Context: an optimization exercise on an open-source flow, tuned for small area and a short achievable clock period. The choices shown serve that exercise and are no tape-out recipe. Where RTL was checked, it was by simulation tests only, not by an equivalence proof against the original. Power figures rest on the tool's default switching activity, not on a simulated workload.

==> inputs of 02-26 <==
// balance_cntrl
module balance_cntrl
# (parameter fast_sim=1)
(
input clk, rst_n,
input vld, pwr_up, rider_off,
input logic signed [15:0] ptch,
input logic signed [15:0] ptch_rt,
input logic [11:0] steer_pot,
input logic en_steer,
output logic signed [11:0] lft_spd,
output logic signed [11:0] rght_spd,
output logic too_fast
);
logic signed [17:0] integrator;
logic [17:0] integrator_in;
logic [7:0] ss_tmr;
PID PID_balance (.clk(clk), .rst_n(rst_n), .pwr_up(pwr_up), .integrator_in(integrator_in),
                 .integrator(integrator), .ss_tmr(ss_tmr));
SegwayMath SegwayMath_balance (.vld(vld), .pwr_up(pwr_up), .rider_off(rider_off), .ptch(ptch),
                 .ptch_rt(ptch_rt), .steer_pot(steer_pot), .en_steer(en_steer),
                 .integrator(integrator), .ss_tmr(ss_tmr), .integrator_in(integrator_in),
                 .lft_spd(lft_spd), .rght_spd(rght_spd), .too_fast(too_fast));
endmodule
clock: 35.0 ns
lec_check: 0
abc_area: 1
cap_margin: 20
core_margin: 2
core_utilization: 70
slew_margin: 20
tns_end_percent: 10
standard.sh (not shown) runs the stock make flow with config.mk's settings and CLKGATE_MAP_FILE= SYNTH_SCRIPT=/design/flow/synth_recipe.tcl, a recipe that flattens the netlist after the stock synthesis.
==> flow/flow/run.sh <==
#!/bin/bash
# Layout flow: the standard synthesis, then an inverter clean-up around the
# full-adder cells (polarity.py) and a re-map of the remaining gates
# (remap.tcl, ABC area script), then the standard layout steps with plain
# buf_1 port buffers and a setup-repair target of MARGIN ns.
set -euo pipefail
MARGIN=9
R=orfs/results/sky130hd/balance_cntrl/base
bash standard.sh  synth > 1_standard_synth.log 2>&1
cp $R/1_2_yosys.v std_1_2_yosys.v
python3 flow/polarity.py std_1_2_yosys.v pol.v > 2_polarity.log 2>&1
export REMAP_LIB=$FLOW_HOME/platforms/sky130hd/lib/sky130_fd_sc_hd__tt_025C_1v80.lib
export REMAP_DONT_USE="$(sed -n '/DONT_USE_CELLS += /,/^$/p' $FLOW_HOME/platforms/sky130hd/config.mk | grep -o 'sky130_fd_sc_hd__[a-z0-9_]*' | tr '\n' ' ')"
STA=$(dirname $(command -v openroad))/sta
best=""; bestm=""
for s in flow/abc_*.script; do
  k=$(basename $s .script)
  REMAP_IN=pol.v REMAP_OUT=remap_$k.v REMAP_ABC_SCRIPT=$s yosys -c flow/remap.tcl > 3_remap_$k.log 2>&1 || continue
  PICK_NET=remap_$k.v PICK_LIB=$REMAP_LIB PICK_SDC=constraint.sdc $STA -no_init -exit flow/pick.tcl > 3_pick_$k.log 2>&1 || continue
  line=$(grep '^PICK' 3_pick_$k.log) || continue
  m=$(echo "$line" | awk '{print $3 * (37.5 - $5 * 1e9)}')
  echo "$k $line metric $m" >> 3_pick_summary.log
  if [ -z "$bestm" ] || awk "BEGIN {exit !($m < $bestm)}"; then best=$k; bestm=$m; fi
done
echo "chosen $best" >> 3_pick_summary.log
cp remap_$best.v remap.v
cp remap.v $R/1_2_yosys.v
rm -f $R/1_synth.odb $R/1_synth.sdc
ARGS=( "BUFFER_PORTS_ARGS=-buffer_cell sky130_fd_sc_hd__buf_1")
LATE=0
if [ "$LATE" = "1" ]; then
  # floorplan (and its first sizing pass) without the setup-repair target
  bash standard.sh "${ARGS[@]}" floorplan > 4_standard_floorplan.log 2>&1
fi
if [ "$MARGIN" != "none" ]; then
  ARGS+=("SETUP_SLACK_MARGIN=$MARGIN")
fi
bash standard.sh "${ARGS[@]}" finish > 4_standard_finish.log 2>&1
Other scripts of this flow, unchanged in this note and not shown: flow/flow/abc_a.script, flow/flow/abc_b.script, flow/flow/abc_c.script, flow/flow/abc_e.script, flow/flow/abc_f.script, flow/flow/pick.tcl, flow/flow/polarity.py, flow/flow/remap.tcl
==> 03-05: changes against 02-26 <==
--- a/flow/flow/run.sh
+++ b/flow/flow/run.sh
@@ -5,5 +5,5 @@
 # buf_1 port buffers and a setup-repair target of MARGIN ns.
 set -euo pipefail
-MARGIN=9
+MARGIN=11
 R=orfs/results/sky130hd/balance_cntrl/base
 bash standard.sh  synth > 1_standard_synth.log 2>&1
@@ -28,9 +28,4 @@
 rm -f $R/1_synth.odb $R/1_synth.sdc
 ARGS=( "BUFFER_PORTS_ARGS=-buffer_cell sky130_fd_sc_hd__buf_1")
-LATE=0
-if [ "$LATE" = "1" ]; then
-  # floorplan (and its first sizing pass) without the setup-repair target
-  bash standard.sh "${ARGS[@]}" floorplan > 4_standard_floorplan.log 2>&1
-fi
 if [ "$MARGIN" != "none" ]; then
   ARGS+=("SETUP_SLACK_MARGIN=$MARGIN")
CORE_UTILIZATION = 75   (was 70)
TNS_END_PERCENT = default   (was 10)
==> 12-02: changes against 02-26 <==
--- a/flow/flow/run.sh
+++ b/flow/flow/run.sh
@@ -5,5 +5,5 @@
 # buf_1 port buffers and a setup-repair target of MARGIN ns.
 set -euo pipefail
-MARGIN=9
+MARGIN=9.5
 R=orfs/results/sky130hd/balance_cntrl/base
 bash standard.sh  synth > 1_standard_synth.log 2>&1
@@ -27,5 +27,5 @@
 cp remap.v $R/1_2_yosys.v
 rm -f $R/1_synth.odb $R/1_synth.sdc
-ARGS=( "BUFFER_PORTS_ARGS=-buffer_cell sky130_fd_sc_hd__buf_1")
+ARGS=( "BUFFER_PORTS_ARGS=-buffer_cell sky130_fd_sc_hd__buf_1" RECOVER_POWER=100)
 LATE=0
 if [ "$LATE" = "1" ]; then
TNS_END_PERCENT = default   (was 10)
==> qor summary <==
| metric | 03-05 | 12-02 | 02-26 |
|---|---|---|---|
| Antenna diode count | - | 0 | 0 |
| Share of final layout cell area taken by non-clock buffers | - | 3.47% | 3.24% |
| Gpl congestion | 0.954 | 0.943 | 0.943 |
| Core Region | - | 10,900 sq um | 10,900 sq um |
| Worst setup slack after placement | 9.75 ns | 9.59 ns | 9.59 ns |
| Worst-path fanout max | - | 9 | 9 |
| # Post-CTS Setup Buffers | 27 | 0 | 0 |
| Proportion of power drawn by flip-flops and latches | - | 8.9% | 9.1% |
| Worst hold path depth | - | 2 | 2 |
| Number of DRC markers in iteration 0 | - | 773 | 695 |
| Outcome | did not finish | finished with violations | no timing/DRC/antenna violations |
| Last stage reached | global routing (5_1_grt) | - | - |
| Layout check failures | - | capacitance limit, slew limit | - |
| Final period utilization | - | 76.2% | 71.9% |
| Core occupancy in the finished layout | - | 76.8% | 77.0% |
| Post-route DRC | - | 0 | 0 |
| Final total negative setup slack | - | 0 ns | 0 ns |
| Total area of multi-input combinational cells | - | 6060 sq um | 6110 sq um |
| Power of the sequential group | - | 50.6 uW | 50.6 uW |

========
==> trial 49: inputs <==
Another version of the RTL of balance_cntrl (not shown whole).
==> flow/config.mk <==
export PLATFORM = sky130hd
export DESIGN_NAME = balance_cntrl
export DESIGN_NICKNAME = balance_cntrl
export VERILOG_FILES = /design/flow/design.v
export SDC_FILE = /design/flow/constraint.sdc
export NUM_CORES = 4
export LEC_CHECK = 0
export ABC_AREA = 1
export CAP_MARGIN = 20
export CORE_MARGIN = 2
export CORE_UTILIZATION = 70
export SLEW_MARGIN = 20
==> flow/constraint.sdc <==
create_clock -name core_clock -period 35.0 [get_ports {clk}]
set_input_delay 7.0000 -clock core_clock [delete_from_list [all_inputs] [get_ports {clk}]]
set_output_delay 7.0000 -clock core_clock [all_outputs]
set_load 0.01 [all_outputs]
==> flow/flow/run.sh <==
#!/bin/bash
# Layout flow: the standard synthesis, then an inverter clean-up around the
# full-adder cells (polarity.py) and a re-map of the remaining gates
# (remap.tcl, ABC area script), then the standard layout steps with plain
# buf_1 port buffers and a setup-repair target of MARGIN ns.
set -euo pipefail
MARGIN=9.5
R=orfs/results/sky130hd/balance_cntrl/base
bash standard.sh  synth > 1_standard_synth.log 2>&1
cp $R/1_2_yosys.v std_1_2_yosys.v
python3 flow/polarity.py std_1_2_yosys.v pol.v > 2_polarity.log 2>&1
export REMAP_LIB=$FLOW_HOME/platforms/sky130hd/lib/sky130_fd_sc_hd__tt_025C_1v80.lib
export REMAP_DONT_USE="$(sed -n '/DONT_USE_CELLS += /,/^$/p' $FLOW_HOME/platforms/sky130hd/config.mk | grep -o 'sky130_fd_sc_hd__[a-z0-9_]*' | tr '\n' ' ')"
STA=$(dirname $(command -v openroad))/sta
best=""; bestm=""
for s in flow/abc_*.script; do
  k=$(basename $s .script)
  REMAP_IN=pol.v REMAP_OUT=remap_$k.v REMAP_ABC_SCRIPT=$s yosys -c flow/remap.tcl > 3_remap_$k.log 2>&1 || continue
  PICK_NET=remap_$k.v PICK_LIB=$REMAP_LIB PICK_SDC=constraint.sdc $STA -no_init -exit flow/pick.tcl > 3_pick_$k.log 2>&1 || continue
  line=$(grep '^PICK' 3_pick_$k.log) || continue
  m=$(echo "$line" | awk '{print $3 * (37.5 - $5 * 1e9)}')
  echo "$k $line metric $m" >> 3_pick_summary.log
  if [ -z "$bestm" ] || awk "BEGIN {exit !($m < $bestm)}"; then best=$k; bestm=$m; fi
done
echo "chosen $best" >> 3_pick_summary.log
cp remap_$best.v remap.v
cp remap.v $R/1_2_yosys.v
rm -f $R/1_synth.odb $R/1_synth.sdc
ARGS=( "BUFFER_PORTS_ARGS=-buffer_cell sky130_fd_sc_hd__buf_1")
LATE=0
if [ "$LATE" = "1" ]; then
  # floorplan (and its first sizing pass) without the setup-repair target
  bash standard.sh "${ARGS[@]}" floorplan > 4_standard_floorplan.log 2>&1
fi
if [ "$MARGIN" != "none" ]; then
  ARGS+=("SETUP_SLACK_MARGIN=$MARGIN")
fi
bash standard.sh "${ARGS[@]}" finish > 4_standard_finish.log 2>&1
Other scripts of this flow, unchanged in this note and not shown: flow/flow/abc_a.script, flow/flow/abc_b.script, flow/flow/abc_c.script, flow/flow/abc_e.script, flow/flow/abc_f.script, flow/flow/pick.tcl, flow/flow/polarity.py, flow/flow/remap.tcl
==> build 34: changes against trial 49 <==
--- a/flow/flow/run.sh
+++ b/flow/flow/run.sh
@@ -4,7 +4,7 @@
 # (remap.tcl, ABC area script), then the standard layout steps with plain
 # buf_1 port buffers and a setup-repair target of MARGIN ns.
 set -euo pipefail
-MARGIN=9.5
+MARGIN=10.5
 R=orfs/results/sky130hd/balance_cntrl/base
 bash standard.sh  synth > 1_standard_synth.log 2>&1
 cp $R/1_2_yosys.v std_1_2_yosys.v
==> comparison <==
In flip-flop and latch count, build 34 and trial 49 do not differ. Of build 34 and trial 49, trial 49 has the higher setup slack (gap 0.16 ns). Of build 34 and trial 49, build 34 has the higher clock skew (gap 0.0041 ns). Against trial 49, the worst hold slack of build 34 is better by 0.0087 ns. In sequential power, build 34 and trial 49 hardly differ. Between build 34 and trial 49, the lower non-clock buffer count is in trial 49 (gap 59). Of build 34 and trial 49, build 34 has the higher power (gap about 46%, measured against trial 49). Global-route usage: trial 49 is lower than build 34 (0.49 points).
No functional check of the RTL was part of any run of this note.

[re-timing with driven ports]
The results above use ideal ports. As a check the final layouts listed here were re-extracted and re-timed, cells and wires unchanged. Step 1, drivers: a clkbuf_16 drives clk and a buf_2 each remaining input, both assumed. Step 2 adds t to the input delays and takes it off the output delays; t is the mean of the earliest and latest rising clock arrival at the registers after step 1. Input paths then give back, and output paths get back, about the clock's delay inside the block. a / b / c = ideal ports / drivers / drivers and shift; a / b = the first two.
run	t, ns	setup slack, ns	worst register clock-pin slew, ns
02-26	0.316	9.831 / 9.806 / 9.806	0.09 / 0.09
12-02	0.315	8.313 / 8.288 / 8.288	0.08 / 0.08
trial 49	0.325	10.298 / 10.277 / 10.277	0.06 / 0.06
build 34	0.331	10.138 / 10.099 / 10.099	0.07 / 0.07
The setup slack of build 34, which loses most, moves by -0.039 ns with the drivers and by -0.039 ns with both steps.
